What follows belongs to an exercise in optimizing a design on an open flow for small area, a short achievable clock period and few clock cycles per item; a production flow would make more cautious choices. RTL that was checked went through simulation tests only; none was proved equivalent to the original. For run 2, only the layout was checked, not whether the RTL still works. No run shown here takes its clock network from TritonCTS; it comes from the design's own scripts or RTL. No driver is modelled on the clock port, so clock power and skew are understated where the tree is cut down; a real chip needs a root buffer or a tree. Power figures rest on the tool's default switching activity, not on a simulated workload.

==> design/flow/design.v <==
`timescale 1ns / 1ps
module automaton_pick(
    input         world_in,
    input         c0,
    input         c1,
    input         is_read,
    input  [12:0] wr,           
    input  [12:0] rd,           
    output        do_wr,
    output [12:0] nxt);
    assign do_wr = is_read & (world_in ? c1 : c0);
    assign nxt   = do_wr ? wr : rd;
endmodule
module automaton_rule(
    input  [31:0] rule,
    input  [15:0] sel,          
    output        n0,
    output        n1);
    wire [15:0] e0, e1;
    genvar i;
    generate
        for (i = 0; i < 16; i = i + 1) begin : g
            assign e0[i] = rule[{i[3:1], 1'b0, i[0]}];
            assign e1[i] = rule[{i[3:1], 1'b1, i[0]}];
        end
    endgenerate
    assign n0 = |(sel & e0);
    assign n1 = |(sel & e1);
endmodule
module automaton(
    input               clk,
    input               rst,
    input      [31:0]   rule,
    output reg [5:0]    row,
    output reg [5:0]    col,
    output reg          world_we,
    input               world_in,
    output reg          world_out,
    output reg          update_done);
    reg [17:0] sr;          
    reg [63:0] st;          
    reg        c0, c1;      
    reg        halo;        
    reg        first;       
    reg        d1;          
    wire       is_read = ~world_we;
    reg  [5:0] nr_row, nr_col;
    reg        nr_halo;
    always @* begin
        if (is_read & halo) begin
            nr_row  = (col == 6'd63) ? row : row - 6'd8;
            nr_col  = col + 6'd1;
            nr_halo = 1'b0;
        end else begin
            nr_row  = row + ((~is_read & (col == 6'd63)) ? 6'd9 : 6'd1);
            nr_col  = is_read ? col : col + 6'd1;
            nr_halo = (row[2:0] == 3'd7);
        end
    end
    wire       rh = is_read & halo;             
    wire       rd = is_read & ~halo;            
    wire       ncol0 = rd ? (col == 6'd0) : (col == 6'd63);    
    wire       mW    = rd ? (col == 6'd1) : (col == 6'd0);     
    wire       j0    = rh | (row[2:0] == 3'd7);                
    wire       mN    = rh ? (row == 6'd8) :                    
                       rd ? ((col == 6'd0) ? (row == 6'd7) : (row == 6'd63)) :
                            (row == 6'd63);
    wire       mS    = rh ? 1'b0 :                             
                       rd ? ((col == 6'd0) ? (row == 6'd6) : (row == 6'd62)) :
                            (row == 6'd62);
    wire       tS = is_read ? sr[6]  : sr[7];
    wire       tC = is_read ? sr[7]  : sr[8];
    wire       tN = is_read ? sr[8]  : sr[9];
    wire       tW = is_read ? sr[16] : sr[17];
    wire       bN = (j0 ? st[63] : tN) & ~mN;
    wire       bW = tW & ~mW;
    wire       bS = tS & ~mS;
    wire       r0, r1;
    automaton_rule lut(.rule(rule), .sel(16'd1 << {bN, bW, tC, bS}),
                       .n0(r0), .n1(r1));
    wire       valid = ~nr_halo & ~(first & ncol0);
    wire [5:0] wr_row = (col == 6'd0) ? row - 6'd8 : row;
    wire       do_wr;
    wire [5:0] n_row, n_col;
    wire       n_halo;
    automaton_pick pick(.world_in(world_in), .c0(c0), .c1(c1),
                        .is_read(is_read),
                        .wr({wr_row, col - 6'd1, 1'b0}),
                        .rd({nr_row, nr_col, nr_halo}),
                        .do_wr(do_wr), .nxt({n_row, n_col, n_halo}));
    always @(posedge clk) begin
        if (is_read)
            sr <= {sr[16:0], world_in};
        if (is_read & ~halo & (row[2:0] == 3'd0))
            st <= {st[62:0], sr[1]};
        world_out <= ~sr[8];
        if (rst) begin
            row <= 6'd0;
            col <= 6'd0;
            world_we <= 1'b0;
            halo <= 1'b0;
            first <= 1'b1;
            c0 <= 1'b0;
            c1 <= 1'b0;
            d1 <= 1'b0;
            update_done <= 1'b0;
        end else begin
            row <= n_row;
            col <= n_col;
            halo <= n_halo;
            world_we <= do_wr;
            c0 <= valid & (r0 ^ tC);
            c1 <= valid & ((ncol0 ? r0 : r1) ^ tC);
            first <= first & (col == 6'd0);
            d1 <= is_read & ~first & (row == 6'd7) & (col == 6'd0);
            update_done <= d1;
        end
    end
endmodule
==> design/flow/flow/run.sh <==
#!/bin/bash
set -euo pipefail
bash standard.sh SETUP_SLACK_MARGIN=7.2 BUFFER_PORTS_ARGS="-buffer_cell sky130_fd_sc_hd__buf_1" PRE_CTS_TCL=$(pwd)/flow/own_cts.tcl  finish > standard.log 2>&1
==> design/flow/flow/own_cts.tcl <==
# Own clock tree, sourced as PRE_CTS_TCL. The clock port drives 4 clock
# buffers directly, and each buffer drives the clock pins of one group of
# flip-flops. With OWN_CTS_INV1 and OWN_CTS_INV2 set, each buffer is instead a
# pair of inverters: the port drives the first, the first drives only the
# second, and the second drives the group. The groups come from two cuts of
# the placed flip-flops: one across x or y, then one across each half the
# other way. The cut positions are searched so that the group with the
# largest estimated load (pin capacitance plus the wire of a minimum spanning
# tree) is as light as it can be. Every flip-flop is the same number of stages
# from the clock port.
# The tree is built in place of TritonCTS, that is after the CTS step's
# repair_clock_inverters (which would otherwise copy the inverters next to
# every flip-flop); the rest of the CTS step (legalisation, repair_timing)
# runs as usual.

# estimated load of a group in fF: 1.8 fF per clock pin, 0.12 fF per um of
# the minimum spanning tree over the pins (Prim)
proc own_cts_cost {pts} {
  set n [llength $pts]
  if {$n == 0} { return 0 }
  set xs [lmap p $pts {lindex $p 0}]
  set ys [lmap p $pts {lindex $p 1}]
  set in [lrepeat $n 0]
  set d [lrepeat $n 1e18]
  lset d 0 0
  set tot 0.0
  for {set k 0} {$k < $n} {incr k} {
    set best -1; set bd 1e18
    for {set i 0} {$i < $n} {incr i} {
      if {![lindex $in $i] && [lindex $d $i] < $bd} { set bd [lindex $d $i]; set best $i }
    }
    lset in $best 1
    set tot [expr {$tot + $bd}]
    set bx [lindex $xs $best]; set by [lindex $ys $best]
    for {set i 0} {$i < $n} {incr i} {
      if {![lindex $in $i]} {
        set dd [expr {abs([lindex $xs $i] - $bx) + abs([lindex $ys $i] - $by)}]
        if {$dd < [lindex $d $i]} { lset d $i $dd }
      }
    }
  }
  return [expr {1.8 * $n + 0.12 * $tot}]
}

# cut a list of {x y iterm} at fraction f along axis (0: x, 1: y)
proc own_cts_cut {pts axis f} {
  set pts [lsort -real -index $axis $pts]
  set k [expr {int(round([llength $pts] * $f))}]
  return [list [lrange $pts 0 [expr {$k - 1}]] [lrange $pts $k end]]
}

proc own_cts_build {} {
  set db [ord::get_db]
  set block [ord::get_db_block]
  set bufcell sky130_fd_sc_hd__clkbuf_16
  if {[info exists ::env(OWN_CTS_BUF)]} { set bufcell $::env(OWN_CTS_BUF) }
  set master [$db findMaster $bufcell]
  set inv1 ""
  if {[info exists ::env(OWN_CTS_INV1)] && [info exists ::env(OWN_CTS_INV2)]} {
    set inv1 [$db findMaster $::env(OWN_CTS_INV1)]
    set inv2 [$db findMaster $::env(OWN_CTS_INV2)]
  }
  set clknet [$block findNet clk]
  set dbu [$block getDbUnitsPerMicron]

  set sinks {}
  foreach it [$clknet getITerms] {
    set bb [[$it getInst] getBBox]
    set x [expr {([$bb xMin] + [$bb xMax]) / 2.0 / $dbu}]
    set y [expr {([$bb yMin] + [$bb yMax]) / 2.0 / $dbu}]
    lappend sinks [list $x $y $it]
  }
  puts "own_cts: [llength $sinks] clock sinks"

  set fracs {0.38 0.40 0.42 0.44 0.46 0.48 0.50 0.52 0.54 0.56 0.58 0.60 0.62}
  set best {}
  set bestcost 1e18
  foreach axis {0 1} {
    foreach f1 $fracs {
      set sub {}
      set worst 0
      foreach h [own_cts_cut $sinks $axis $f1] {
        set hb {}; set hc 1e18
        foreach f2 $fracs {
          set q [own_cts_cut $h [expr {1 - $axis}] $f2]
          set c [expr {max([own_cts_cost [lindex $q 0]], [own_cts_cost [lindex $q 1]])}]
          if {$c < $hc} { set hc $c; set hb $q }
        }
        lappend sub {*}$hb
        set worst [expr {max($worst, $hc)}]
      }
      if {$worst < $bestcost} { set bestcost $worst; set best $sub }
    }
  }
  puts "own_cts: worst estimated group load [format %.1f $bestcost] fF"

  set i 0
  foreach g $best {
    set sx 0.0; set sy 0.0
    foreach p $g { set sx [expr {$sx + [lindex $p 0]}]; set sy [expr {$sy + [lindex $p 1]}] }
    set cx [expr {int($sx / [llength $g] * $dbu)}]
    set cy [expr {int($sy / [llength $g] * $dbu)}]
    set net [odb::dbNet_create $block "clknet_own_$i"]
    $net setSigType CLOCK
    if {$inv1 eq ""} {
      set inst [odb::dbInst_create $block $master "clkbuf_own_$i"]
      [$inst findITerm A] connect $clknet
      [$inst findITerm X] connect $net
      set placed [list $inst]
    } else {
      set a [odb::dbInst_create $block $inv1 "clkinv_own_a$i"]
      set b [odb::dbInst_create $block $inv2 "clkinv_own_b$i"]
      set mid [odb::dbNet_create $block "clknet_own_m$i"]
      $mid setSigType CLOCK
      [$a findITerm A] connect $clknet
      [$a findITerm Y] connect $mid
      [$b findITerm A] connect $mid
      [$b findITerm Y] connect $net
      set placed [list $b $a]
    }
    foreach p $g {
      set it [lindex $p 2]
      $it disconnect
      $it connect $net
    }
    set dx 0
    foreach inst $placed {
      $inst setLocation [expr {$cx + $dx}] $cy
      $inst setPlacementStatus PLACED
      set dx [expr {$dx + [[$inst getMaster] getWidth]}]
    }
    puts "own_cts: group $i at ($cx, $cy): [llength $g] sinks, estimated [format %.1f [own_cts_cost $g]] fF"
    incr i
  }
}

rename clock_tree_synthesis tritoncts_unused
proc clock_tree_synthesis {args} {
  own_cts_build
  puts "own_cts: clock tree built by own_cts.tcl, TritonCTS skipped"
  set_propagated_clock [all_clocks]
}
==> design/flow/standard.sh <==
#!/bin/bash
# synth_recipe.tcl (not shown) runs the flow's synth.tcl, then flattens the netlist and writes it again
# the make line also repeats each setting of config.mk as NAME=value (left out here)
make -C /OpenROAD-flow-scripts/flow DESIGN_CONFIG=/design/flow/config.mk WORK_HOME=/design/flow/orfs CLKGATE_MAP_FILE= SYNTH_SCRIPT=/design/flow/synth_recipe.tcl "${@:-finish}"
==> design/flow/config.mk <==
export PLATFORM = sky130hd
export DESIGN_NAME = automaton
export DESIGN_NICKNAME = automaton
export VERILOG_FILES = /design/flow/design.v
export SDC_FILE = /design/flow/constraint.sdc
export NUM_CORES = 8
export LEC_CHECK = 0
export ABC_AREA = 1
export CAP_MARGIN = 20
export CORE_MARGIN = 2
export CORE_UTILIZATION = 40
export GPL_ROUTABILITY_DRIVEN = 1
export GPL_TIMING_DRIVEN = 1
export PLACE_DENSITY = 0.5
export SLEW_MARGIN = 20
export SYNTH_HIERARCHICAL = 1
==> design/flow/constraint.sdc <==
create_clock -name core_clock -period 10.0 [get_ports {clk}]
set_input_delay 2.0000 -clock core_clock [delete_from_list [all_inputs] [get_ports {clk}]]
set_output_delay 2.0000 -clock core_clock [all_outputs]
set_load 0.01 [all_outputs]
==> impl_results.md, run 1 <==
* Crit. Startpoint: row[4]
* Synth-to-Final Area Change at 9.920%
* Die X at 110.4 µm
* Worst-Skew Late Latency at 0.16 ns
* Syn nets at 482
* Slew margin rel. at 0.4790
* Xor/xnor share of the synthesized area at 0.02515
* Clk_skew at 0.008592 ns
* Final Power at 0.001356 W
* Gpl congestion at 0.8607
* Max Clock Freq at 362.9 MHz
* Pin count of the biggest net entering global routing at 65
* Largest family of logic cells by synthesized area: simple AND/OR/NAND/NOR gates
* Setup CP Type: reg2out
* Mapped Avg Cell Area at 10.34 µm²
* Unrepaired setup endpoints after global routing: no
* Min Tclk post-route at 2.755 ns
* Setup_tns at 0 ns
* Sequential share of the synthesized area at 0.6322
* Die height at 110.4 µm
* Mean routed wirelength per cell at 12.63 µm
* Register bit total from synthesis at 102
* Cell variety after synth at 30
* Worst Hold End: st[6]
* DR iter-0 viols at 212
* First-pass GRT wire length at 12.67 mm
* Vias per cell at 4.665
* Slowest-stage cell, CP: dfxtp_2
* Top cell type's share of synthesized area at 0.5438
* Endpoints failing setup at 0
* Crit path max-delay family: flip-flops
* Port Buffers at 49
* Total wire length at 7.866 mm
* Largest cells by area after synthesis: edfxtp_1 54%, nand2_1 9.5%, dfxtp_1 8.8%, inv_1 4.3%, nor2_1 4.0%
* Hold path cells at 0
* Die footprint at 0.01219 mm²
* Netlist area before placement at 0.004528 mm²
* Hold Path Class: reg2reg
* Slew Viols, Final at 0
* Multiplexer share of the synthesized area at 0
* Layout cells sized above 1 at 0.1139
* Flop-to-flop setup slack at 7.50 ns
* HPWL after detailed placement at 5.411 mm
* DR pass1 iterations at 4
* Yosys warnings at 7
* IR drop worst, VDD at 0.09935 mV
* Power Dens Cells at 272.5 mW/mm²
* CP peak stage delay at 0.42 ns
* Cell count of the worst reg-to-reg path at 19
* Leading area contributor after synthesis: edfxtp_1
* Overflow after GRT at 0
* # IOs at 50
* Row count at 38
* Vias at 2906
* Core area at 0.01094 mm²
* Final period utilization at 0.2755
* CP endpoint kind: output pin
* Compound-gate portion of the synthesized area at 0.02017
* Cells after Synth at 438
* Req. time, crit path at 8.00 ns
* R2R Path Start: world_we
* Crit start category: register
* Pleak at 1.977 nW
* DRC Markers at 0
* # hold bufs at CTS at 0
* Vias in the first global route at 2619
* Synth Area in Adders at 0.02487
* Hold WS at 0.4248 ns
* Total track usage at 0.1299
* Nets at 529
* Final hold vios at 0
* Max Cap Violations at 0
* Final Core Density at 0.4551
* Antenna violations before repair at 0
* Bufs and invs on worst path at 1
* HP Start: st[5]
* Post-synthesis simple-gate area fraction at 0.2299
* Slew @ Worst Pin at 0.7815 ns
* Antenna Violating Nets Remaining at 0
* Crit path max fanout at 9
* Crit path DAT at 0.76 ns
* # diodes at 0
* Clock slew at reported path FFs at 0.10 ns
* Starting density of the core at 0.4141
* Status: finished clean
* Cells along the critical path: buf_1
* Critical R2R Capture: c1
## logic make-up after synthesis
family	after synthesis
and+or+nand+nor	228
DFF	102
buffers and inverters	69
AOI/OAI and AO/OA	16
xor gates and xnor gates	13
adders and majority gates	9
other	1
## flip-flops by register name, summed over array words and instances (netlist names)
name and flops:
st 64, sr 18, col 6, row 6, c0 1, c1 1
d1 1, first 1, halo 1, update_done 1, world_out 1, world_we 1
## placed cells by master, fill, tap and decap left out, types with 2 or more instances in the layout
cell         n
nor2_1      44
nand3_2      3
nor2_2       9
nand2_4      3
a21oi_1      3
xnor2_1      3
nor2_4       4
edfxtp_1    82
nand3_1     29
nand2_2      4
dfxtp_1      9
nor3_1       3
dfxtp_2      8
o21ai_0     10
clkbuf_16    4
nand2_1    113
ha_1         9
dfxtp_4      3
xor2_1      10
nand4_1     11
inv_2        5
buf_4        3
inv_1       52
buf_1       47
nand3_4      2
## Yosys cell counts
master and count:
nand3_1 29, conb_1 1, nor3_1 3, nand3_4 2
ha_1 9, nor2_1 48, nor3b_1 1, nand2_1 114
nand4_1 11, o211ai_2 1, a21oi_1 4, o21ai_2 1
inv_1 52, nor4_1 1, buf_6 3, edfxtp_1 82
inv_2 5, or2_2 1, nor2_2 6, nor2_4 3
xnor2_1 3, dfxtp_1 20, nand2_2 4, clkbuf_1 3
buf_4 5, nand3_2 3, o21ai_0 10, inv_4 1
xor2_1 10, nand2_4 2
## power by group
part | total, W | leakage, nW | switching, W | internal, W
logic | 0.000398 | 0.943 | 0.000273 | 0.000125
registers | 0.000787 | 0.985 | 0.0000754 | 0.000712
clock network | 0.000171 | 0.0493 | 0.0000975 | 0.0000735
total | 0.00136 | 1.98 | 0.000446 | 0.000910
## cell type report
class	instances	area (µm²)
Inverter	58	220.2
Sequential cell	102	2884
Buffer	4	100.1
Timing Repair Buffer	52	209.0
Tap cell	140	175.2
Fill cell	1051	5958
Multi-Input combinational cell	267	1389
## routing by layer
layer	track usage	wire, µm	up-vias
li1	-	-	1515
met3	0.009994	311	6
met5	0	0	-
met2	0.2003	3363	52
met4	0.01518	93	0
met1	0.2069	4097	1333
## per-stage QoR
stage | cells | cell area [µm²] | setup slack, ns
after floorplan | 438 | 4536 | 7.308
after global placement | 618 | 4827 | 7.002
after detailed placement | 618 | 4827 | 6.973
after CTS | 622 | 4938 | 7.097
after global routing | 623 | 4977 | 7.193
final | 623 | 4977 | 7.245
## per-module statistics from Yosys, one instance, submodules excluded
| module | cells | copies in the design |
|---|---|---|
| automaton | 316 | 1 |
| automaton_rule | 70 | 1 |
| automaton_pick | 52 | 1 |
## timing repair
item | CTS | global route
setup buffers | 0 | 1
pin swaps | 0 | 1
resized for setup | 9 | 13
setup endpoints to repair | 11 | 20
## worst max-delay path by stage
stage	end	slack, ns	depth (start not counted)
after floorplan	col[0]	7.31	3
after global placement	d1	7.00	4
after detailed placement	d1	6.97	4
after CTS	world_we	7.10	1
after global routing	c1	7.19	10
final	row[4]	7.24	1
Testbench counts, summed over its fixed seeds: cycles 2,499,616, generations 384.
==> run 2: changes to the inputs <==
--- a/design/flow/design.v
+++ b/design/flow/design.v
@@ -43,7 +43,7 @@
     reg        halo;        
     reg        first;       
     reg        d1;          
-    wire       is_read = ~world_we;
+    reg        is_read;     
     reg  [5:0] nr_row, nr_col;
     reg        nr_halo;
     always @* begin
@@ -98,6 +98,7 @@
             row <= 6'd0;
             col <= 6'd0;
             world_we <= 1'b0;
+            is_read <= 1'b1;
             halo <= 1'b0;
             first <= 1'b1;
             c0 <= 1'b0;
@@ -109,6 +110,7 @@
             col <= n_col;
             halo <= n_halo;
             world_we <= do_wr;
+            is_read <= ~do_wr;
             c0 <= valid & (r0 ^ tC);
             c1 <= valid & ((ncol0 ? r0 : r1) ^ tC);
             first <= first & (col == 6'd0);
--- a/design/flow/config.mk
+++ b/design/flow/config.mk
@@ -8,9 +8,9 @@
 export ABC_AREA = 1
 export CAP_MARGIN = 20
 export CORE_MARGIN = 2
-export CORE_UTILIZATION = 40
+export CORE_UTILIZATION = 50
 export GPL_ROUTABILITY_DRIVEN = 1
 export GPL_TIMING_DRIVEN = 1
-export PLACE_DENSITY = 0.5
+export PLACE_DENSITY = 0.6
 export SLEW_MARGIN = 20
 export SYNTH_HIERARCHICAL = 1
==> impl_results.md, run 2 <==
* Total track usage at 0.1533 (+0.02349)
* Final hold vios at 0 (unchanged)
* Power Dens Cells at 285.4 mW/mm² (+4.7%)
* Most common cell after layout, fill and taps aside: nand2_1
* Yosys warnings at 7 (unchanged)
* DR pass1 iterations at 6 (+2)
* Max Clock Freq at 360.6 MHz (-0.65%)
* Multiplexer share of the synthesized area at 0 (unchanged)
* Setup Buffers After CTS at 0 (unchanged)
* Most used DFF post-synth: edfxtp_1
* Slew @ Worst Pin at 0.7862 ns (+0.004722 ns)
* Pint at 0.0009603 W (+5.5%)
* Largest family of logic cells by synthesized area: simple AND/OR/NAND/NOR gates
* Nets at 533 (+0.76%)
* Most frequent cells in the layout: 109 x nand2_1, 82 x edfxtp_1, 52 x inv_1, 47 x buf_1, 34 x nor2_1
* Most frequent CP cell: nand2_1
* Sequential group share of total power at 0.559 (-0.021)
* Post-synth EDFFs at 82 (unchanged)
* Hold Path Class: reg2reg
* Area of the multi-input gates at 0.001521 mm² (+9.5%)
* Die X at 101.1 µm (-8.5%)
* Antenna Violating Nets Remaining at 0 (unchanged)
* Crit start category: primary input
* Hold path cells at 0 (unchanged)
* Final std cells w/o fill at 598 (-4.0%)
* Die height at 101.1 µm (-8.5%)
* Cells after Synth at 444 (+1.4%)
* IR drop worst, VDD at 0.1484 mV (+49%)
* Core area at 0.009196 mm² (-16%)
* Die footprint at 0.01021 mm² (-16%)
* Slew margin rel. at 0.4759 (-0.003149)
* Min Tclk post-route at 2.773 ns (+0.01790 ns)
* Mean routed wirelength per cell at 13.24 µm (+4.9%)
* Compound-gate portion of the synthesized area at 0.02232 (+0.002145)
* Cell count of the worst reg-to-reg path at 18 (-1)
* Pleak at 2.081 nW (+5.2%)
* DR iter-0 viols at 94 (-56%)
* Endpoints failing setup at 0 (unchanged)
* Clock power share at 0.116 (-0.010)
* Most frequent cell after synthesis: nand2_1
* Port Buffers at 49 (unchanged)
* Critical R2R Capture: c1
* Setup_tns at 0 ns (unchanged)
* Psw at 0.0005015 W (+12%)
* # hold bufs at CTS at 0 (unchanged)
* Flop-to-flop setup slack at 7.45 ns (-0.05 ns)
* Leading area contributor after synthesis: edfxtp_1
* Netlist area before placement at 0.004710 mm² (+4.0%)
* Total wire length at 7.918 mm (+0.66%)
* CP endpoint kind: register
* Vias in the first global route at 2655 (+1.4%)
* Leading registers by flop count: st: 64 flops, sr: 18 flops
* Register bit total from synthesis at 103 (+0.98%)
* Largest cells by area after synthesis: edfxtp_1 52%, dfxtp_1 8.9%, nand2_1 8.8%, inv_1 4.2%, nor2_1 2.9%
* Crit path max fanout at 2 (-7)
* DRC Markers at 0 (unchanged)
* Clock slew at reported path FFs at 0.09 ns (about the same)
* Worst-Skew Late Latency at 0.16 ns (about the same)
* Starting density of the core at 0.5121 (+0.09804)
* Row count at 35 (-7.9%)
* Vias at 2973 (+2.3%)
* Synth-to-Final Area Change at 8.767%
* CP peak stage delay at 0.18 ns (-0.24 ns)
* Sequential share of the synthesized area at 0.6121 (-0.02010)
* # IOs at 50 (unchanged)
* Synth Area in Adders at 0.02391 (-0.0009580)
* Top post-synthesis cells by count: 111 x nand2_1, 82 x edfxtp_1, 53 x inv_1
* Unrepaired setup endpoints after global routing: yes
* Post-synthesis simple-gate area fraction at 0.2439 (+0.01399)
* HPWL after detailed placement at 5.308 mm (-1.9%)
* First-pass GRT wire length at 12.74 mm (+0.60%)
* Post-Place Cell Area at 0.004949 mm² (+2.5%)
* Syn nets at 488 (+1.2%)
* Overflow after GRT at 0 (unchanged)
* Switching Share at 0.3431 (+0.01393)
* Pin count of the biggest net entering global routing at 65 (unchanged)
* Top cell type's share of synthesized area at 0.5228 (-0.02095)
* Vias per cell at 4.972 (+6.6%)
* HP Start: st[45]
* Slowest-stage cell, CP: nand3b_1
* Biggest register: st
* Clk_skew at 0.008362 ns (-0.0002303 ns)
* Cells along the critical path: buf_1 > nand2_1 > nand2_1 > inv_1 > nand2_1 > nor2_2 > nand2_1 > nand3b_1 > a21oi_2 > nor2_1
* Placed Cells at 593 (-4.0%)
* Status: finished clean
* Xor/xnor share of the synthesized area at 0.02418 (-0.0009687)
* Gpl congestion at 0.8270 (-3.9%)
* Ys async rst share at 0 (unchanged)
* Fill cell count at 824 (-22%)
* Storage cell area at 0.002914 mm² (+1.0%)
* Mapped Avg Cell Area at 10.61 µm² (+2.6%)
* Slew Viols, Final at 0 (unchanged)
* Combinational share of power at 0.326 (+0.033)
* Setup CP Type: in2reg
* R2R Path Start: is_read
* Worst Hold End: st[46]
* Max Cap Violations at 0 (unchanged)
* Final period utilization at 0.2773 (+0.001790)
* Layout cells sized above 1 at 0.1561 (+0.04219)
* Max reg flops at 64 (unchanged)
* Crit path DAT at 2.83 ns (+2.07 ns)
* Antenna violations before repair at 0 (unchanged)
* # diodes at 0 (unchanged)
* Req. time, crit path at 10.06 ns (+2.06 ns)
* Cell variety after synth at 38 (+27%)
* Design area at 0.005122 mm² (+2.9%)
[run 2: cell count changes after synthesis, sizes merged]
| cell | delta |
|---|---|
| nand2 | -1 |
| nor3b | -1 |
| nand3b | +1 |
| nand3 | -2 |
| o21ai | +2 |
| dfxtp | +1 |
| nor3 | +2 |
| inv | +4 |
| nand4 | +1 |
| nor2 | -4 |
| buf | +2 |
| and3 | +1 |
[run 2: critical path: cells and delay by family]
family / cells / cell delay, ns
buf+inv: 2 / 0.12
compound gates: 1 / 0.14
simple gates: 7 / 0.57
[run 2: metrics by stage]
| stage | total power [W] | util | hold slack [ns] | setup WS (ns) |
|---|---|---|---|---|
| floorplan | 0.001166 | - | 0.3883 | 7.245 |
| global placement | 0.001271 | 0.5381 | 0.4011 | 6.989 |
| detailed placement | 0.001279 | 0.5381 | 0.4045 | 6.959 |
| CTS | 0.001462 | 0.5510 | 0.4264 | 7.191 |
| global route | 0.001574 | 0.5570 | 0.4385 | 7.120 |
| finish | 0.001462 | 0.5570 | 0.4224 | 7.227 |
[run 2: how the worst max path moves through the flow]
stage / startpoint / end / slack (ns) / cells past startpoint
3_3_place_gp: rst / c1 / 6.99 / 6
2_1_floorplan: rule[14] / c1 / 7.24 / 9
3_5_place_dp: rst / d1 / 6.96 / 4
4_1_cts: col[4] / col[4] / 7.19 / 1
6_report: rule[30] / c1 / 7.23 / 10
5_1_grt: rule[30] / c1 / 7.12 / 10
[run 2: cell families (layout without fill, tap and decap cells)]
family	Yosys count	in the layout
AND/OR/NAND/NOR	225	226
flip-flops	103	103
buffers and inverters	75	117
AO/OA/AOI/OAI	18	18
XOR/XNOR	13	13
adder cells (fa/ha/maj)	9	9
other	1	1
[run 2: area by class of cell]
type,count,area share
Tap cell,111,0.02711
Multi-Input combinational cell,267,0.2970
Inverter,62,0.04739
Sequential cell,103,0.5689
Buffer,4,0.01954
Timing Repair Buffer,51,0.04006
[run 2: what timing repair did]
action                     CTS  global route
pin swaps                    1             1
resized for setup           12            17
cloned                       0             1
setup endpoints to repair   12            24
[run 2: layer usage]
metal / global-route usage / vias up / part of all wire
li1: - / 1528 / -
met1: 0.2435 / 1397 / 0.52
met2: 0.2394 / 39 / 0.43
met3: 0.009709 / 9 / 0.029
met4: 0.01975 / 0 / 0.015
met5: 0 / - / 0
[run 2: power by group through the flow]
stage | logic [W] | registers [W] | clock network (W)
6_report | 0.000476 | 0.000816 | 0.000169
3_5_place_dp | 0.000461 | 0.000818 | 0
5_1_grt | 0.000546 | 0.000840 | 0.000189
2_1_floorplan | 0.000376 | 0.000790 | 0
3_3_place_gp | 0.000455 | 0.000816 | 0
4_1_cts | 0.000468 | 0.000817 | 0.000177
[run 2: per-module statistics from Yosys, one instance, submodules excluded]
module	flip-flops and latches	cells inside	copies in the design
automaton_pick	0	52	1
automaton_rule	0	70	1
automaton	103	322	1
==> run 3: changes to the inputs <==
--- a/design/flow/design.v
+++ b/design/flow/design.v
@@ -43,7 +43,7 @@
     reg        halo;        
     reg        first;       
     reg        d1;          
-    reg        is_read;     
+    wire       is_read = ~world_we;
     reg  [5:0] nr_row, nr_col;
     reg        nr_halo;
     always @* begin
@@ -98,7 +98,6 @@
             row <= 6'd0;
             col <= 6'd0;
             world_we <= 1'b0;
-            is_read <= 1'b1;
             halo <= 1'b0;
             first <= 1'b1;
             c0 <= 1'b0;
@@ -110,7 +109,6 @@
             col <= n_col;
             halo <= n_halo;
             world_we <= do_wr;
-            is_read <= ~do_wr;
             c0 <= valid & (r0 ^ tC);
             c1 <= valid & ((ncol0 ? r0 : r1) ^ tC);
             first <= first & (col == 6'd0);
--- a/design/flow/config.mk
+++ b/design/flow/config.mk
@@ -6,11 +6,11 @@
 export NUM_CORES = 8
 export LEC_CHECK = 0
 export ABC_AREA = 1
-export CAP_MARGIN = 20
+export CAP_MARGIN = 0
 export CORE_MARGIN = 2
 export CORE_UTILIZATION = 50
 export GPL_ROUTABILITY_DRIVEN = 1
 export GPL_TIMING_DRIVEN = 1
 export PLACE_DENSITY = 0.6
-export SLEW_MARGIN = 20
+export SLEW_MARGIN = 0
 export SYNTH_HIERARCHICAL = 1
==> impl_results.md, run 3 <==
* Status: finished clean
* Bufs and invs on worst path at 1 (-1)
* Mean routed wirelength per cell at 12.83 µm (-3.1%)
* Hold Path Class: reg2reg
* Crit path DAT at 0.75 ns (-2.08 ns)
* Fill cell count at 764 (-7.3%)
* Largest cells by area after synthesis: edfxtp_1 54%, nand2_1 9.5%, dfxtp_1 8.8%, inv_1 4.3%, nor2_1 4.0%
* Port Buffers at 49 (unchanged)
* Switching Share at 0.3258 (-0.01722)
* Cells along the critical path: buf_1
* Final Core Density at 0.5657 (+0.008670)
* Post-synth EDFFs at 82 (unchanged)
* Cells after Synth at 438 (-1.4%)
* Final period utilization at 0.2748 (-0.002528)
* Slew @ Worst Pin at 0.7767 ns (-0.009501 ns)
* Register bit total from synthesis at 102 (-0.97%)
* Slew Viols, Final at 0 (unchanged)
* Nets at 531 (-0.38%)
* Leading area contributor after synthesis: edfxtp_1
* Pin count of the biggest net entering global routing at 65 (unchanged)
* Most used DFF post-synth: edfxtp_1
* Leading registers by flop count: st: 64 flops, sr: 18 flops
* Pint at 0.0009104 W (-5.2%)
* Final hold vios at 0 (unchanged)
* Top cell type's share of synthesized area at 0.5438 (+0.02095)
* Crit start category: register
* Worst-Skew Late Latency at 0.16 ns (about the same)
* CP peak stage delay at 0.42 ns (+0.24 ns)
* # diodes at 0 (unchanged)
* Setup CP Type: reg2out
* Ys async rst share at 0 (unchanged)
* DR pass1 iterations at 4 (-2)
* Pre-CTS setup slack at 6.954 ns (-0.004690 ns)
* Top post-synthesis cells by count: 114 x nand2_1, 82 x edfxtp_1, 52 x inv_1
* Psw at 0.0004400 W (-12%)
* Synth-to-Final Area Change at 9.478%
* Total wire length at 7.606 mm (-3.9%)
* Min Tclk post-route at 2.748 ns (-0.02528 ns)
* Netlist area before placement at 0.004528 mm² (-3.9%)
* Crit path max fanout at 9 (+7)
* Row count at 34 (-2.9%)
* First-pass GRT wire length at 12.45 mm (-2.3%)
* CP endpoint kind: output pin
* DRC Markers at 0 (unchanged)
* Total track usage at 0.1513 (-0.002012)
* Most frequent cells in the layout: 113 x nand2_1, 82 x edfxtp_1, 52 x inv_1, 47 x buf_1, 46 x nor2_1
* # IOs at 50 (unchanged)
* Clk_skew at 0.006402 ns (-0.001959 ns)
* Most common cell after layout, fill and taps aside: nand2_1
* Die height at 99.17 µm (-1.9%)
* Max Clock Freq at 363.9 MHz (+0.92%)
* Most frequent cell after synthesis: nand2_1
* Syn nets at 482 (-1.2%)
* Slowest-stage cell, CP: dfxtp_2
* Unrepaired setup endpoints after global routing: yes
* Final setup margin at 7.252 ns (+0.02528 ns)
* Combinational share of power at 0.294 (-0.032)
* Vias per cell at 4.902 (-1.4%)
* Clock power share at 0.124 (+0.008)
* Hold WS at 0.4241 ns (+0.001743 ns)
* Slew margin rel. at 0.4822 (+0.006334)
* Core area at 0.008763 mm² (-4.7%)
* Power Dens Cells at 272.4 mW/mm² (-4.5%)
* Vias at 2907 (-2.2%)
* Setup_tns at 0 ns (unchanged)
* Crit path max-delay family: flip-flops
* Overflow after GRT at 0 (unchanged)
* Vias in the first global route at 2637 (-0.68%)
* Gpl congestion at 0.8368 (+1.2%)
* HPWL after detailed placement at 5.010 mm (-5.6%)
* Cell variety after synth at 30 (-21%)
* Die X at 99.17 µm (-1.9%)
* Req. time, crit path at 8.00 ns (-2.06 ns)
* Endpoints failing setup at 0 (unchanged)
* Starting density of the core at 0.5167 (+0.004596)
* Pleak at 1.988 nW (-4.5%)
* Max reg flops at 64 (unchanged)
* Yosys warnings at 7 (unchanged)
* Max Cap Violations at 0 (unchanged)
* Mapped Avg Cell Area at 10.34 µm² (-2.5%)
* Die footprint at 0.009834 mm² (-3.7%)
* Final Power at 0.001350 W (-7.6%)
* Layout cells sized above 1 at 0.1134 (-0.04266)
* Sequential group share of total power at 0.582 (+0.023)
* Clock slew at reported path FFs at 0.09 ns (about the same)
* Antenna violations before repair at 0 (unchanged)
* Biggest register: st
* Sequential share of the synthesized area at 0.6322 (+0.02010)
* IR drop worst, VDD at 0.1297 mV (-13%)
* Antenna Violating Nets Remaining at 0 (unchanged)
* DR iter-0 viols at 127 (+35%)
run 3: cell types whose count changed after synthesis, sizes merged, moves of 2 or more:
cell / change
buf: -2
o21ai: -2
inv: -4
nor2: +4
nor3: -2
nand3: +2
run 3: area by class of cell:
type / count / area, µm² / area share
Inverter: 58 / 222.7 / 0.04493
Sequential cell: 102 / 2882 / 0.5813
Buffer: 4 / 100.1 / 0.02019
Timing Repair Buffer: 53 / 216.5 / 0.04366
Tap cell: 108 / 135.1 / 0.02726
Multi-Input combinational cell: 268 / 1401 / 0.2827
run 3: path summary, 6_finish.rpt:
| check | start | end | slack [ns] | depth (start not counted) |
|---|---|---|---|---|
| max | row[4] | row[4] | 7.25 | 1 |
| min | st[34] | st[35] | 0.42 | 0 |
| max reg2reg | world_we | c1 | 7.54 | 19 |
| min reg2reg | st[34] | st[35] | 0.42 | 0 |
run 3: worst reg2reg max path, stage by stage (launching register included):
cell	delay, ns
dfxtp_4	0.39
inv_4	0.36
nand2_4	0.19
nor2_2	0.15
nand4_1	0.10
nand2_1	0.10
nor2_2	0.05
nand2_4	0.11
inv_4	0.07
nor2_1	0.16
nand2_1	0.07
nand2_1	0.06
inv_1	0.03
nand2_1	0.07
nor2_2	0.05
nand2_1	0.07
nand3_1	0.10
nand2_1	0.08
nand2_1	0.06
a21oi_2	0.14
run 3: power by group through the flow:
stage                     logic [W]  registers (W)  clock network [W]
after floorplan            0.000309       0.000763                  0
after global placement     0.000378       0.000790                  0
after detailed placement   0.000384       0.000789                  0
after CTS                  0.000386       0.000788           0.000177
after global routing       0.000455       0.000808           0.000186
final                      0.000397       0.000786           0.000167
run 3: Yosys stat by module (local to each module, per instance):
module | copies in the design | cell area [µm²] | cells
automaton_pick | 1 | 249.0 | 52
automaton_rule | 1 | 267.8 | 70
automaton | 1 | 4011 | 316
run 3: repair_timing:
action	4_1_cts	5_1_grt
hold buffers	0	0
gates resized for setup	8	14
endpoints found under the hold margin	0	0
buffers inserted	0	3
endpoints found under the setup margin	10	21
pin swaps	0	2
cloned	0	1
run 3: through the flow:
step	std cells	instance area [µm²]
global placement	585	4780
global route	593	4957
finish	593	4957
detailed placement	585	4780
floorplan	438	4536
CTS	589	4890
run 3: kinds of logic (layout without fill, tap and decap cells):
| kind of cell | after synthesis | count (layout) | synth area share |
|---|---|---|---|
| compound gates | 16 | 16 | 0.02017 |
| buf+inv | 69 | 115 | 0.06687 |
| simple gates | 228 | 229 | 0.2299 |
| xor+xnor | 13 | 13 | 0.02515 |
| other cells | 1 | 1 | 0.0008282 |
| flops | 102 | 102 | 0.6322 |
| fa+ha+maj | 9 | 9 | 0.02487 |
run 3: metal layers:
metal  track usage  share of wire  routed length [µm]  vias to the layer above
met5             0              0                   0                        -
met4       0.01475          0.015                 117                        0
met3       0.01054          0.035                 270                        8
met2        0.2417           0.44                3364                       44
met1        0.2390           0.51                3854                     1335
li1              -              -                   -                     1520
Testbench counts of run 3, summed over its fixed seeds: cycles 2,499,616, generations 384.
==> run 4: changes to the inputs <==
==> design/flow/flow/run.sh (replaced) <==
#!/bin/bash
set -euo pipefail
bash standard.sh SYNTH_SCRIPT=$(pwd)/flow/synth_own.tcl SETUP_SLACK_MARGIN=7.2 BUFFER_PORTS_ARGS="-buffer_cell sky130_fd_sc_hd__buf_1" PRE_CTS_TCL=$(pwd)/flow/own_cts.tcl  finish > standard.log 2>&1
==> design/flow/flow/abc_own.script (new file) <==
strash
dch
map -a
mfs2
strash
dch
map -a
topo
stime -c
buffer -c
upsize -c
dnsize -c
==> design/flow/flow/synth_own.tcl (new file) <==
# The standard synthesis script (synth_recipe.tcl), with one change: the
# ABC mapping script is abc_own.script (beside this file), which maps for
# area with map -a and mfs2 instead of ORFS's abc_area.script. Registers,
# their names and their cell types are the standard synthesis's.
set own_abc_script [file normalize [file join [file dirname [info script]] abc_own.script]]
proc synth {args} { yosys synth -nofsm -noshare {*}$args }
proc abc {args} {
  set i [lsearch -exact $args -script]
  if {$i >= 0} { lset args [expr {$i + 1}] $::own_abc_script }
  yosys abc {*}$args
}
source $::env(SCRIPTS_DIR)/synth.tcl
# left out here: clear keep_hierarchy, flatten, clean up, hide names made inside functions, write 1_2_yosys.v
--- a/design/flow/config.mk
+++ b/design/flow/config.mk
@@ -6,11 +6,11 @@
 export NUM_CORES = 8
 export LEC_CHECK = 0
 export ABC_AREA = 1
-export CAP_MARGIN = 0
+export CAP_MARGIN = 20
 export CORE_MARGIN = 2
 export CORE_UTILIZATION = 50
 export GPL_ROUTABILITY_DRIVEN = 1
 export GPL_TIMING_DRIVEN = 1
 export PLACE_DENSITY = 0.6
-export SLEW_MARGIN = 0
+export SLEW_MARGIN = 20
 export SYNTH_HIERARCHICAL = 1
==> impl_results.md, run 4 <==
* Status: finished clean
* Crit path max fanout at 2 (-7)
* Most frequent cell after synthesis: edfxtp_1
* Overflow after GRT at 0 (unchanged)
* Ys async rst share at 0 (unchanged)
* Netlist area before placement at 0.004278 mm² (-5.5%)
* Starting density of the core at 0.5180 (+0.001326)
* HPWL after detailed placement at 4.529 mm (-9.6%)
* Power Dens Cells at 322.9 mW/mm² (+19%)
* Core area at 0.008258 mm² (-5.8%)
* Gpl congestion at 0.8758 (+4.7%)
* Mean routed wirelength per cell at 14.41 µm (+12%)
* Die X at 96.50 µm (-2.7%)
* Final setup margin at 7.057 ns (-0.1951 ns)
* Area of the multi-input gates at 0.001348 mm² (-3.8%)
* Total wire length at 7.204 mm (-5.3%)
* Pleak at 1.888 nW (-5.0%)
* Synth-to-Final Area Change at 17.81%
* Top cell type's share of synthesized area at 0.5756 (+0.03181)
* Vias in the first global route at 2174 (-18%)
* Sequential group share of total power at 0.517 (-0.065)
* Crit start category: primary input
* Final Power at 0.001627 W (+20%)
* Antenna violations before repair at 0 (unchanged)
* Die height at 96.50 µm (-2.7%)
* Mapped Avg Cell Area at 12.92 µm² (+25%)
* Storage cell area at 0.002893 mm² (+0.39%)
* # IOs at 50 (unchanged)
* Hold WS at 0.4100 ns (-0.01414 ns)
* Vias at 2540 (-13%)
* Biggest register: st
* First-pass GRT wire length at 10.96 mm (-12%)
* Endpoints failing setup at 0 (unchanged)
* Antenna Violating Nets Remaining at 0 (unchanged)
* Max Cap Violations at 0 (unchanged)
* Pin count of the biggest net entering global routing at 65 (unchanged)
* Slew @ Worst Pin at 0.7520 ns (-0.02472 ns)
* Cell variety after synth at 38 (+27%)
* Most common cell after layout, fill and taps aside: edfxtp_1
* Pre-CTS setup slack at 6.477 ns (-0.4773 ns)
* Design area at 0.005040 mm² (+1.7%)
* Syn nets at 375 (-22%)
* Leading registers by flop count: st: 64 flops, sr: 18 flops
* Max Clock Freq at 339.8 MHz (-6.6%)
* R2R Path Start: col[1]
* Most used DFF post-synth: edfxtp_1
* Final hold vios at 0 (unchanged)
* Req. time, crit path at 10.09 ns (+2.09 ns)
* Min Tclk post-route at 2.943 ns (+0.1951 ns)
* DR iter-0 viols at 124 (-2.4%)
* Most frequent cells in the layout: 82 x edfxtp_1, 45 x buf_1, 37 x nor2_1, 23 x inv_1, 22 x nand2_1
* Die footprint at 0.009311 mm² (-5.3%)
* Combinational share of power at 0.379 (+0.085)
* Setup_tns at 0 ns (unchanged)
* Pint at 0.001097 W (+21%)
* DRC Markers at 0 (unchanged)
* IR drop worst, VDD at 0.1452 mV (+12%)
* DR pass1 iterations at 4 (unchanged)
* Unrepaired setup endpoints after global routing: yes
* Slew Viols, Final at 0 (unchanged)
* Total track usage at 0.1479 (-0.003475)
* Sequential share of the synthesized area at 0.6692 (+0.03698)
* Fill cell count at 670 (-12%)
* Worst-Skew Late Latency at 0.16 ns (about the same)
* Clock power share at 0.104 (-0.020)
* Psw at 0.0005301 W (+20%)
* Crit. Startpoint: rule[26]
* CP endpoint kind: register
* Hold Path Class: reg2reg
* Crit path DAT at 3.04 ns (+2.29 ns)
* Top post-synthesis cells by count: 82 x edfxtp_1, 46 x nor2_1, 39 x inv_1
* Max reg flops at 64 (unchanged)
* Setup CP Type: in2reg
* Clock slew at reported path FFs at 0.09 ns (about the same)
* Leading area contributor after synthesis: edfxtp_1
* Switching Share at 0.3258 (about the same)
* # diodes at 0 (unchanged)
* Post-synth EDFFs at 82 (unchanged)
* Slew margin rel. at 0.4987 (+0.01648)
* Post-Place Cell Area at 0.004599 mm² (-3.8%)
* Yosys warnings at 7 (unchanged)
* Row count at 33 (-2.9%)
* Final period utilization at 0.2943 (+0.01951)
* Vias per cell at 5.080 (+3.6%)
* Register bit total from synthesis at 102 (unchanged)
* Port Buffers at 49 (unchanged)
* Largest cells by area after synthesis: edfxtp_1 58%, dfxtp_1 9.4%, nor2_1 4.0%, inv_1 3.4%, mux2_2 3.4%
* Clk_skew at 0.005430 ns (-0.0009730 ns)
* Cells after Synth at 331 (-24%)
* Layout cells sized above 1 at 0.2759 (+0.1625)
* HP Start: d1
* Nets at 441 (-17%)
-- run 4: worst max-delay path: stages --
cell	delay, ns
buf_1	0.07
a22o_1	0.20
a221oi_2	0.22
nand4_1	0.15
mux2i_1	0.21
o21bai_1	0.09
a21oi_1	0.11
-- run 4: routing by layer --
| metal | wire, µm | up-vias | GRT usage |
|---|---|---|---|
| met1 | 3709 | 1207 | 0.2429 |
| li1 | - | 1281 | - |
| met3 | 218 | 6 | 0.01396 |
| met5 | 0 | - | 0 |
| met2 | 3202 | 46 | 0.2222 |
| met4 | 74 | 0 | 0.01291 |
-- run 4: cell type report --
cell class,count,area share
flip-flops and latches,102,0.5740
multi-input cells,176,0.2674
repair buffers,69,0.07795
inverters,43,0.03376
well taps,105,0.02607
plain buffers,4,0.01986
repair inverters,1,0.0009930
-- run 4: timing repair --
action / 4_1_cts / 5_1_grt
resized for setup: 33 / 29
endpoints found under the setup margin: 25 / 23
buffers inserted: 7 / 11
cloned: 1 / 1
hold buffers: 0 / 0
pin swaps: 7 / 12
-- run 4: kinds of logic (layout without fill, tap and decap cells) --
| kind of cell | count (synthesis) | in the layout | share of synthesized area |
|---|---|---|---|
| fa+ha+maj | 9 | 9 | 0.02632 |
| xor+xnor | 15 | 15 | 0.03071 |
| mux | 14 | 14 | 0.03656 |
| compound gates | 39 | 39 | 0.07956 |
| other cells | 1 | 1 | 0.0008766 |
| flops | 102 | 102 | 0.6692 |
| simple gates | 98 | 98 | 0.1047 |
| buf+inv | 53 | 117 | 0.05206 |
-- run 4: per-module statistics from Yosys (local to each module, per instance) --
module | cell area, µm² | flops+latches
automaton | 3900 | 102
automaton_pick | 175.2 | 0
automaton_rule | 202.7 | 0
-- run 4: final timing paths --
path	slack [ns]	cells past startpoint	to
setup / recovery	7.06	7	c1
hold / removal	0.41	2	update_done
setup reg to reg	7.18	21	c1
hold reg to reg	0.41	2	update_done
-- run 4: metrics by stage --
step,utilization,std cells
final,0.6103,500
after global routing,0.6103,500
after CTS,0.5892,488
after detailed placement,0.5570,476
after global placement,0.5570,476
after floorplan,-,331
-- run 4: power by group through the flow --
stage / clock, W / sequential (W) / combinational (W)
4_1_cts: 0.000177 / 0.000838 / 0.000568
6_report: 0.000170 / 0.000841 / 0.000616
3_3_place_gp: 0 / 0.000835 / 0.000493
5_1_grt: 0.000192 / 0.000863 / 0.000685
2_1_floorplan: 0 / 0.000806 / 0.000412
3_5_place_dp: 0 / 0.000837 / 0.000503
==> run 5: changes to the inputs <==
==> design/flow/flow/run.sh (replaced) <==
#!/bin/bash
set -euo pipefail
bash standard.sh SYNTH_SCRIPT=$(pwd)/flow/synth_own.tcl SETUP_SLACK_MARGIN=7.0 BUFFER_PORTS_ARGS="-buffer_cell sky130_fd_sc_hd__buf_1" PRE_CTS_TCL=$(pwd)/flow/own_cts.tcl  finish > standard.log 2>&1
==> impl_results.md, run 5 <==
* Final setup margin at 7.027 ns (-0.02960 ns)
* Die X at 96.50 µm (unchanged)
* Bufs and invs on worst path at 1 (unchanged)
* Most frequent cell after synthesis: edfxtp_1
* Pleak at 1.798 nW (-4.8%)
* Max Clock Freq at 336.4 MHz (-1.0%)
* Setup_tns at 0 ns (unchanged)
* GRT met3 Usage at 0.009310 (-0.004655)
* Synth-to-Final Area Change at 14.01%
* Ys async rst share at 0 (unchanged)
* Req. time, crit path at 10.09 ns (about the same)
* Antenna violations before repair at 0 (unchanged)
* Sequential group share of total power at 0.535 (+0.018)
* Biggest register: st
* Clock slew at reported path FFs at 0.09 ns (about the same)
* Starting density of the core at 0.5180 (unchanged)
* Slew margin rel. at 0.4992 (+0.0005690)
* Most frequent cells in the layout: 82 x edfxtp_1, 47 x buf_1, 37 x nor2_1, 36 x inv_1, 21 x nand2_1
* # hold bufs at CTS at 0 (unchanged)
* Gpl congestion at 0.8331 (-4.9%)
* Core area at 0.008258 mm² (unchanged)
* Top cell type's share of synthesized area at 0.5756 (unchanged)
* Largest cells by area after synthesis: edfxtp_1 58%, dfxtp_1 9.4%, nor2_1 4.0%, inv_1 3.4%, mux2_2 3.4%
* Yosys warnings at 7 (unchanged)
* Pre-CTS setup slack at 6.436 ns (-0.04075 ns)
* Total track usage at 0.1419 (-0.005910)
* GR peak layer: met2
* Slew @ Worst Pin at 0.7511 ns (-0.0008541 ns)
* Most common cell after layout, fill and taps aside: edfxtp_1
* Mean routed wirelength per cell at 14.30 µm (-0.75%)
* IR drop worst, VDD at 0.2025 mV (+40%)
* Port Buffers at 49 (unchanged)
* Final Core Density at 0.5906 (-0.01970)
* Min Tclk post-route at 2.973 ns (+0.02960 ns)
* Power Dens Cells at 319.8 mW/mm² (-0.95%)
* Row count at 33 (unchanged)
* Switching Share at 0.3270 (+0.001224)
* Setup CP Type: in2reg
* Top post-synthesis cells by count: 82 x edfxtp_1, 46 x nor2_1, 39 x inv_1
* Die height at 96.50 µm (unchanged)
* Endpoints failing setup at 0 (unchanged)
* Nets at 437 (-0.91%)
* Hold Path Class: reg2reg
* DR iter-0 viols at 89 (-28%)
* Crit path max-delay family: compound AO/OA/AOI/OAI gates
* CP peak stage delay at 0.22 ns (about the same)
* Vias in the first global route at 2129 (-2.1%)
* Layout cells sized above 1 at 0.2097 (-0.06623)
* Status: finished clean
* Mapped Avg Cell Area at 12.92 µm² (unchanged)
* Combinational share of power at 0.358 (-0.021)
* # IOs at 50 (unchanged)
* Overflow after GRT at 0 (unchanged)
* Flop-to-flop setup slack at 7.05 ns (-0.13 ns)
* Vias per cell at 5.073 (-0.15%)
* CP endpoint kind: register
* Vias at 2516 (-0.94%)
* Crit path max fanout at 2 (unchanged)
* Total wire length at 7.093 mm (-1.5%)
* Post-synth EDFFs at 82 (unchanged)
* Crit path DAT at 3.07 ns (+0.03 ns)
* Slowest-stage cell, CP: mux2i_1
* Clock power share at 0.107 (+0.003)
* Final period utilization at 0.2973 (+0.002960)
* GR Util met2 at 0.2263 (+0.004051)
* Final hold vios at 0 (unchanged)
* Slew Viols, Final at 0 (unchanged)
* Pint at 0.001050 W (-4.3%)
* DRC Markers at 0 (unchanged)
* Crit start category: primary input
* Met1 usage at 0.2257 (-0.01721)
* Antenna Violating Nets Remaining at 0 (unchanged)
* Leading area contributor after synthesis: edfxtp_1
* Leading registers by flop count: st: 64 flops, sr: 18 flops
* HPWL after detailed placement at 4.360 mm (-3.7%)
* Worst-Skew Late Latency at 0.16 ns (about the same)
* Sequential share of the synthesized area at 0.6692 (unchanged)
* Syn nets at 375 (unchanged)
* Netlist area before placement at 0.004278 mm² (unchanged)
* Pin count of the biggest net entering global routing at 65 (unchanged)
* Cell variety after synth at 38 (unchanged)
* First-pass GRT wire length at 10.49 mm (-4.2%)
* Clk_skew at 0.008678 ns (+0.003248 ns)
* Register bit total from synthesis at 102 (unchanged)
* # diodes at 0 (unchanged)
* Cells after Synth at 331 (unchanged)
* Most used DFF post-synth: edfxtp_1
* Psw at 0.0005101 W (-3.8%)
* Die footprint at 0.009311 mm² (unchanged)
* Cells along the critical path: buf_1 > a22o_1 > a221oi_2 > nand4_1 > mux2i_1 > o21bai_1 > a21oi_1
* Max reg flops at 64 (unchanged)
* DR pass1 iterations at 4 (unchanged)
* Unrepaired setup endpoints after global routing: yes
* Max Cap Violations at 0 (unchanged)
[run 5: cells by family (layout without fill, tap and decap cells)]
family / after synthesis / count (layout) / share of synthesized area
buffers and inverters: 53 / 113 / 0.05206
other: 1 / 1 / 0.0008766
adders and majority gates: 9 / 9 / 0.02632
DFF: 102 / 102 / 0.6692
AOI/OAI and AO/OA: 39 / 39 / 0.07956
xor gates and xnor gates: 15 / 15 / 0.03071
and+or+nand+nor: 98 / 98 / 0.1047
muxes: 14 / 14 / 0.03656
[run 5: area by class of cell]
class                   instances  area [µm²]
repair inverters                1       5.005
multi-input cells             176        1277
repair buffers                 65       319.1
plain buffers                   4       100.1
inverters                      43       170.2
fillers                       682        3381
well taps                     105       131.4
flip-flops and latches        102        2874
[run 5: timing repair]
action / CTS / global route
setup buffers: 7 / 8
gates cloned: 0 / 1
resized for setup: 13 / 21
hold endpoints to repair: 0 / 0
pin swaps: 4 / 16
endpoints found under the setup margin: 16 / 14
[run 5: final timing paths]
path,from,endpoint,depth (start not counted)
max reg2reg,col[1],c1,21
min reg2reg,st[47],st[48],0
min,st[47],st[48],0
max,rule[12],c1,7
[run 5: worst reg2reg max path, stage by stage, from the launching register on]
cell and delay [ns]:
dfxtp_4 0.37, inv_4 0.08, ha_4 0.13, nand2_2 0.06
nor2_4 0.12, inv_2 0.05, nor3_4 0.19, inv_2 0.09
nor2_4 0.14, a41oi_2 0.05, a21oi_2 0.17, nand3_2 0.13
buf_4 0.16, a21oi_2 0.14, nand2_1 0.10, nor2_1 0.16
a22o_1 0.20, a221oi_2 0.04, nand4_1 0.14, mux2i_1 0.11
o21bai_1 0.16, a21oi_1 0.05
[run 5: metal layers]
metal  wire [µm]  share of wire
met1        3609           0.51
met2        3139           0.44
met3         295          0.042
met4          48         0.0068
met5           0              0
[run 5: through the flow]
stage,total power [W],hold slack [ns],instances,cell area (µm²)
2_1_floorplan,0.001189,0.3883,331,4280
3_3_place_gp,0.001298,0.4010,476,4547
3_5_place_dp,0.001300,0.4045,476,4547
4_1_cts,0.001515,0.4210,487,4747
5_1_grt,0.001669,0.4328,496,4877
6_report,0.001560,0.4154,496,4877
[run 5: per-module statistics from Yosys (local to each module, per instance)]
| module | cells inside | copies in the design |
|---|---|---|
| automaton | 296 | 1 |
| automaton_rule | 18 | 1 |
| automaton_pick | 17 | 1 |
[run 5: power groups by stage]
stage / clock network (W) / logic [W] / registers (W)
after floorplan: 0 / 0.000380 / 0.000809
after global placement: 0 / 0.000462 / 0.000836
after detailed placement: 0 / 0.000468 / 0.000831
after CTS: 0.000175 / 0.000507 / 0.000833
after global routing: 0.000190 / 0.000620 / 0.000858
final: 0.000167 / 0.000558 / 0.000835
==> run 6: changes to the inputs <==
==> design/flow/flow/run.sh (replaced) <==
#!/bin/bash
set -euo pipefail
bash standard.sh SYNTH_SCRIPT=$(pwd)/flow/synth_own.tcl SETUP_SLACK_MARGIN=7.2 BUFFER_PORTS_ARGS="-buffer_cell sky130_fd_sc_hd__buf_1" PRE_CTS_TCL=$(pwd)/flow/own_cts.tcl  finish > standard.log 2>&1
==> design/flow/flow/synth_own.tcl (replaced) <==
# The standard synthesis script (synth_recipe.tcl), with one change: ABC
# maps the top module with abc_own.script (beside this file: map -a and mfs2,
# for area) and the two small modules that carry the late inputs (rule and
# world_in) with ORFS's own script. Registers, their names and their cell
# types are the standard synthesis's.
set own_abc_script [file normalize [file join [file dirname [info script]] abc_own.script]]
proc synth {args} { yosys synth -nofsm -noshare {*}$args }
proc abc {args} {
  set i [lsearch -exact $args -script]
  if {$i < 0} { yosys abc {*}$args; return }
  set late {automaton_rule automaton_pick}
  set own $args
  lset own [expr {$i + 1}] $::own_abc_script
  yosys abc {*}$own automaton
  yosys abc {*}$args {*}$late
}
source $::env(SCRIPTS_DIR)/synth.tcl
# left out here: clear keep_hierarchy, flatten, clean up, hide names made inside functions, write 1_2_yosys.v
==> impl_results.md, run 6 <==
* Cells along the critical path: buf_4 > buf_1
* Met1 usage at 0.2280 (+0.002347)
* Final period utilization at 0.2818 (-0.01542)
* Die footprint at 0.009601 mm² (+3.1%)
* Antenna Violating Nets Remaining at 0 (unchanged)
* Leading area contributor after synthesis: edfxtp_1
* Critical R2R Capture: c0
* R2R Path Start: col[1]
* Most frequent cell after synthesis: nand2_1
* Endpoints failing setup at 0 (unchanged)
* Post-synth EDFFs at 82 (unchanged)
* Die X at 97.99 µm (+1.5%)
* Die height at 97.99 µm (+1.5%)
* Row count at 34 (+3.0%)
* Min Tclk post-route at 2.818 ns (-0.1542 ns)
* Nets at 516 (+18%)
* # IOs at 50 (unchanged)
* Gpl congestion at 0.8547 (+2.6%)
* Hold Path Class: reg2reg
* Slew @ Worst Pin at 0.7631 ns (+0.01199 ns)
* Worst-Skew Late Latency at 0.16 ns (about the same)
* IR drop worst, VDD at 0.1399 mV (-31%)
* Total track usage at 0.1441 (+0.002162)
* Storage cell area at 0.002890 mm² (+0.57%)
* # diodes at 0 (unchanged)
* Max Clock Freq at 354.8 MHz (+5.5%)
* HPWL after detailed placement at 4.775 mm (+9.5%)
* Slew Viols, Final at 0 (unchanged)
* Max reg flops at 64 (unchanged)
* Crit start category: register
* DR iter-0 viols at 153 (+72%)
* Syn nets at 462 (+23%)
* Most used DFF post-synth: edfxtp_1
* Vias at 2816 (+12%)
* Final hold vios at 0 (unchanged)
* CP endpoint kind: output pin
* Pleak at 1.972 nW (+9.6%)
* # hold bufs at CTS at 0 (unchanged)
* Unrepaired setup endpoints after global routing: yes
* Biggest register: st
* Mapped Avg Cell Area at 10.57 µm² (-18%)
* Cell count of the worst reg-to-reg path at 24 (+14%)
* Most common cell after layout, fill and taps aside: nand2_1
* Most frequent cells in the layout: 102 x nand2_1, 82 x edfxtp_1, 49 x inv_1, 47 x buf_1, 42 x nor2_1
* Vias per cell at 4.872 (-4.0%)
* Power Dens Cells at 288.6 mW/mm² (-9.8%)
* Design area at 0.004961 mm² (+1.7%)
* Pin count of the biggest net entering global routing at 65 (unchanged)
* Cell variety after synth at 36 (-5.3%)
* Cells after Synth at 418 (+26%)
* Register bit total from synthesis at 102 (unchanged)
* Overflow after GRT at 0 (unchanged)
* Setup CP Type: reg2out
* HP Start: st[50]
* Crit path DAT at 0.82 ns (-2.25 ns)
* GR peak layer: met2
* Hold path cells at 0 (unchanged)
* Post-Place Cell Area at 0.004678 mm² (+2.9%)
* Top cell type's share of synthesized area at 0.5575 (-0.01810)
* Sequential share of the synthesized area at 0.6482 (-0.02104)
* Vias in the first global route at 2462 (+16%)
* Largest cells by area after synthesis: edfxtp_1 56%, dfxtp_1 9.1%, nand2_1 8.9%, inv_1 4.4%, nor2_1 4.2%
* CP peak stage delay at 0.37 ns (+0.15 ns)
* DR pass1 iterations at 4 (unchanged)
* Worst Hold End: st[51]
* Yosys warnings at 7 (unchanged)
* Flop-to-flop setup slack at 7.26 ns (+0.21 ns)
* Area of the multi-input gates at 0.001340 mm² (+4.9%)
* GRT met3 Usage at 0.007158 (-0.002151)
* Slowest-stage cell, CP: dfxtp_4
* Mean routed wirelength per cell at 12.82 µm (-10%)
* Netlist area before placement at 0.004417 mm² (+3.2%)
* Antenna violations before repair at 0 (unchanged)
* Status: finished clean
* Core area at 0.008636 mm² (+4.6%)
* Clk_skew at 0.009552 ns (+0.0008741 ns)
* Crit path max fanout at 5 (+3)
* Top post-synthesis cells by count: 105 x nand2_1, 82 x edfxtp_1, 52 x inv_1
* Synth-to-Final Area Change at 12.32%
* Layout cells sized above 1 at 0.1426 (-0.06717)
* Final Power at 0.001432 W (-8.2%)
* Clock slew at reported path FFs at 0.10 ns (about the same)
* Starting density of the core at 0.5114 (-0.006584)
* First-pass GRT wire length at 11.61 mm (+11%)
* Req. time, crit path at 8.00 ns (-2.09 ns)
* DRC Markers at 0 (unchanged)
* Fill cell count at 723 (+6.0%)
* Ys async rst share at 0 (unchanged)
* GR Util met2 at 0.2302 (+0.003969)
* Leading registers by flop count: st: 64 flops, sr: 18 flops
* Port Buffers at 49 (unchanged)
* Setup_tns at 0 ns (unchanged)
* Max Cap Violations at 0 (unchanged)
* Slew margin rel. at 0.4912 (-0.007994)
* Total wire length at 7.411 mm (+4.5%)
[run 6: cell type report]
class | count | area share
Tap cell | 108 | 0.02724
Inverter | 58 | 0.04565
Buffer | 4 | 0.02018
Timing Repair Buffer | 60 | 0.05422
Sequential cell | 102 | 0.5826
Multi-Input combinational cell | 246 | 0.2701
[run 6: stage by stage]
stage	util	setup WS, ns	instances	hold WS, ns
6_report	0.5745	7.182	578	0.4175
5_1_grt	0.5745	6.967	578	0.4349
4_1_cts	0.5574	7.153	570	0.4237
3_5_place_dp	0.5417	6.857	565	0.4045
3_3_place_gp	0.5417	6.884	565	0.4016
2_1_floorplan	-	7.285	418	0.3883
[run 6: report_power, final]
part | internal [W] | switching, W
Sequential | 0.000723 | 0.0000761
Clock | 0.0000735 | 0.0000980
Combinational | 0.000173 | 0.000288
Total | 0.000969 | 0.000462
[run 6: timing repair]
action | CTS | global route
setup buffers | 1 | 8
endpoints found under the setup margin | 25 | 19
pin swaps | 1 | 12
resized for setup | 17 | 26
[run 6: cell families after synthesis]
logic type,count (synthesis),share of synthesized area
other cells,1,0.0008490
xor+xnor,15,0.02975
simple gates,199,0.1952
mux,1,0.002266
fa+ha+maj,9,0.02550
buf+inv,70,0.06742
compound gates,21,0.03088
flops,102,0.6482
[run 6: how the worst max path moves through the flow]
stage | start | endpoint | slack (ns) | depth (start not counted)
2_1_floorplan | rule[12] | c1 | 7.29 | 9
3_3_place_gp | rst | c1 | 6.88 | 5
3_5_place_dp | rst | c1 | 6.86 | 5
4_1_cts | world_we | c1 | 7.15 | 17
5_1_grt | col[1] | c1 | 6.97 | 24
6_report | col[0] | col[0] | 7.18 | 2
[run 6: metal layers]
layer  up-vias  routed length, µm  share of wire
li1       1452                  -              -
met3         9                193          0.026
met4         0                115          0.016
met5         -                  0              0
met1      1312               3621           0.49
met2        43               3481           0.47
[run 6: critical path, delay by kind of cell (launching register included)]
family / cells / cell delay (ns)
buffers and inverters: 2 / 0.29
DFF: 1 / 0.37
[run 6: per-module statistics from Yosys, one instance, submodules excluded]
module | flip-flops and latches | area [µm²] | copies in the design
automaton | 102 | 3900 | 1
automaton_rule | 0 | 267.8 | 1
automaton_pick | 0 | 249.0 | 1
==> run 7: changes to the inputs <==
==> design/flow/flow/run.sh (replaced) <==
#!/bin/bash
set -euo pipefail
bash standard.sh SYNTH_SCRIPT=$(pwd)/flow/synth_own.tcl SETUP_SLACK_MARGIN=7.3 BUFFER_PORTS_ARGS="-buffer_cell sky130_fd_sc_hd__buf_1" PRE_CTS_TCL=$(pwd)/flow/own_cts.tcl  finish > standard.log 2>&1
==> impl_results.md, run 7 <==
* Status: finished clean
* Most common cell after layout, fill and taps aside: nand2_1
* Vias per cell at 4.983 (+2.3%)
* Cells after Synth at 418 (unchanged)
* Slew margin rel. at 0.4864 (-0.004893)
* # diodes at 0 (unchanged)
* Die footprint at 0.009601 mm² (unchanged)
* Gpl congestion at 0.8546 (about the same)
* Post-Place Cell Area at 0.004678 mm² (unchanged)
* # IOs at 50 (unchanged)
* Power Dens Cells at 284.8 mW/mm² (-1.3%)
* Total wire length at 7.923 mm (+6.9%)
* First-pass GRT wire length at 11.92 mm (+2.7%)
* Fill cell count at 692 (-4.3%)
* Netlist area before placement at 0.004417 mm² (unchanged)
* Area of the multi-input gates at 0.001418 mm² (+5.8%)
* Unrepaired setup endpoints after global routing: yes
* Vias at 2955 (+4.9%)
* Leading area contributor after synthesis: edfxtp_1
* Leading registers by flop count: st: 64 flops, sr: 18 flops
* Slew @ Worst Pin at 0.7705 ns (+0.007339 ns)
* IR drop worst, VDD at 0.1400 mV (about the same)
* Top post-synthesis cells by count: 105 x nand2_1, 82 x edfxtp_1, 52 x inv_1
* Vias in the first global route at 2547 (+3.5%)
* Sequential group share of total power at 0.533 (-0.025)
* Critical R2R Capture: c0
* Antenna Violating Nets Remaining at 0 (unchanged)
* Max Cap Violations at 0 (unchanged)
* Starting density of the core at 0.5114 (unchanged)
* Slew Viols, Final at 0 (unchanged)
* R2R Path Start: col[0]
* HPWL after detailed placement at 4.775 mm (unchanged)
* Final Power at 0.001485 W (+3.7%)
* Ys async rst share at 0 (unchanged)
* Endpoints failing setup at 0 (unchanged)
* Min Tclk post-route at 2.797 ns (-0.02174 ns)
* Pin count of the biggest net entering global routing at 65 (unchanged)
* CP endpoint kind: register
* Largest cells by area after synthesis: edfxtp_1 56%, dfxtp_1 9.1%, nand2_1 8.9%, inv_1 4.4%, nor2_1 4.2%
* Req. time, crit path at 10.06 ns (+2.06 ns)
* Crit path DAT at 2.86 ns (+2.04 ns)
* Clock slew at reported path FFs at 0.10 ns (about the same)
* Most frequent cells in the layout: 96 x nand2_1, 82 x edfxtp_1, 49 x inv_1, 40 x nor2_1, 35 x buf_1
* Overflow after GRT at 0 (unchanged)
* Top cell type's share of synthesized area at 0.5575 (unchanged)
* Storage cell area at 0.002904 mm² (+0.48%)
* Clock power share at 0.115 (-0.005)
* Setup CP Type: in2reg
* Pleak at 2.126 nW (+7.8%)
==> run 7: cell counts after synthesis <==
No cell type changed its count.
==> run 7: layout make-up <==
cell class,instances,share of cell area
well taps,108,0.02592
repair buffers,73,0.08159
multi-input cells,248,0.2719
flip-flops and latches,102,0.5570
plain buffers,4,0.01920
inverters,58,0.04440
==> run 7: what timing repair did <==
| item | CTS | global route |
|---|---|---|
| pin swaps | 5 | 16 |
| hold buffers | 0 | 0 |
| endpoints found under the setup margin | 30 | 27 |
| gates resized for setup | 41 | 45 |
| cloned | 0 | 2 |
| buffers inserted | 7 | 15 |
==> run 7: cell families (layout without fill, tap and decap cells) <==
group / count (synthesis) / after routing / synth area share
AO/OA/AOI/OAI: 21 / 21 / 0.03088
XOR/XNOR: 15 / 15 / 0.02975
adder cells (fa/ha/maj): 9 / 9 / 0.02550
buffers and inverters: 70 / 135 / 0.06742
flip-flops: 102 / 102 / 0.6482
multiplexers: 1 / 1 / 0.002266
other: 1 / 1 / 0.0008490
AND/OR/NAND/NOR: 199 / 201 / 0.1952
==> run 7: worst min-delay path by stage <==
stage	start	end	slack (ns)	cells after the start
after floorplan	d1	update_done	0.39	2
after global placement	st[39]	st[40]	0.40	0
after detailed placement	st[38]	st[39]	0.40	0
after CTS	st[38]	st[39]	0.42	0
after global routing	st[61]	st[62]	0.44	0
final	d1	update_done	0.42	2
==> run 7: layer usage <==
layer,up-vias,track usage,routed length (µm)
li1,1490,-,-
met1,1384,0.2280,3743
met2,64,0.2418,3760
met3,17,0.007874,237
met4,0,0.02030,180
met5,-,0,0
==> run 7: worst max-delay path, stage by stage <==
cell and delay, ns:
buf_1 0.07, nand2_1 0.06, nand2_1 0.05, inv_1 0.05, nand2_1 0.06, nor2_2 0.15, nand2_2 0.08, buf_4 0.14
xnor2_1 0.14, nor2_1 0.06
==> run 7: power by group through the flow <==
stage                     logic [W]  registers [W]  clock network, W
after floorplan            0.000316       0.000776                 0
after global placement     0.000387       0.000803                 0
after detailed placement   0.000393       0.000801                 0
after CTS                  0.000429       0.000801          0.000178
after global routing       0.000581       0.000812          0.000191
final                      0.000522       0.000791          0.000171
==> run 7: per-stage QoR <==
step / worst slack (ns) / std cells / hold WS [ns] / utilization
after detailed placement: 6.857 / 565 / 0.4045 / 0.5417
after floorplan: 7.285 / 418 / 0.3883 / -
final: 7.203 / 593 / 0.4190 / 0.6037
after global placement: 6.884 / 565 / 0.4016 / 0.5417
after global routing: 6.966 / 593 / 0.4351 / 0.6037
after CTS: 7.202 / 576 / 0.4238 / 0.5713
==> run 7: modules after synthesis (local to each module, per instance) <==
module	cell area (µm²)	cells
automaton_rule	267.8	70
automaton_pick	249.0	52
automaton	3900	296

Re-timed with assumed drivers on the ports (clkbuf_16 on the clock, buf_2 on other inputs), run 7 has 7.151 ns of setup slack against 7.203 ns with ideal ports, and 7.029 ns once port delays also move by the mid clock arrival of 0.228 ns.
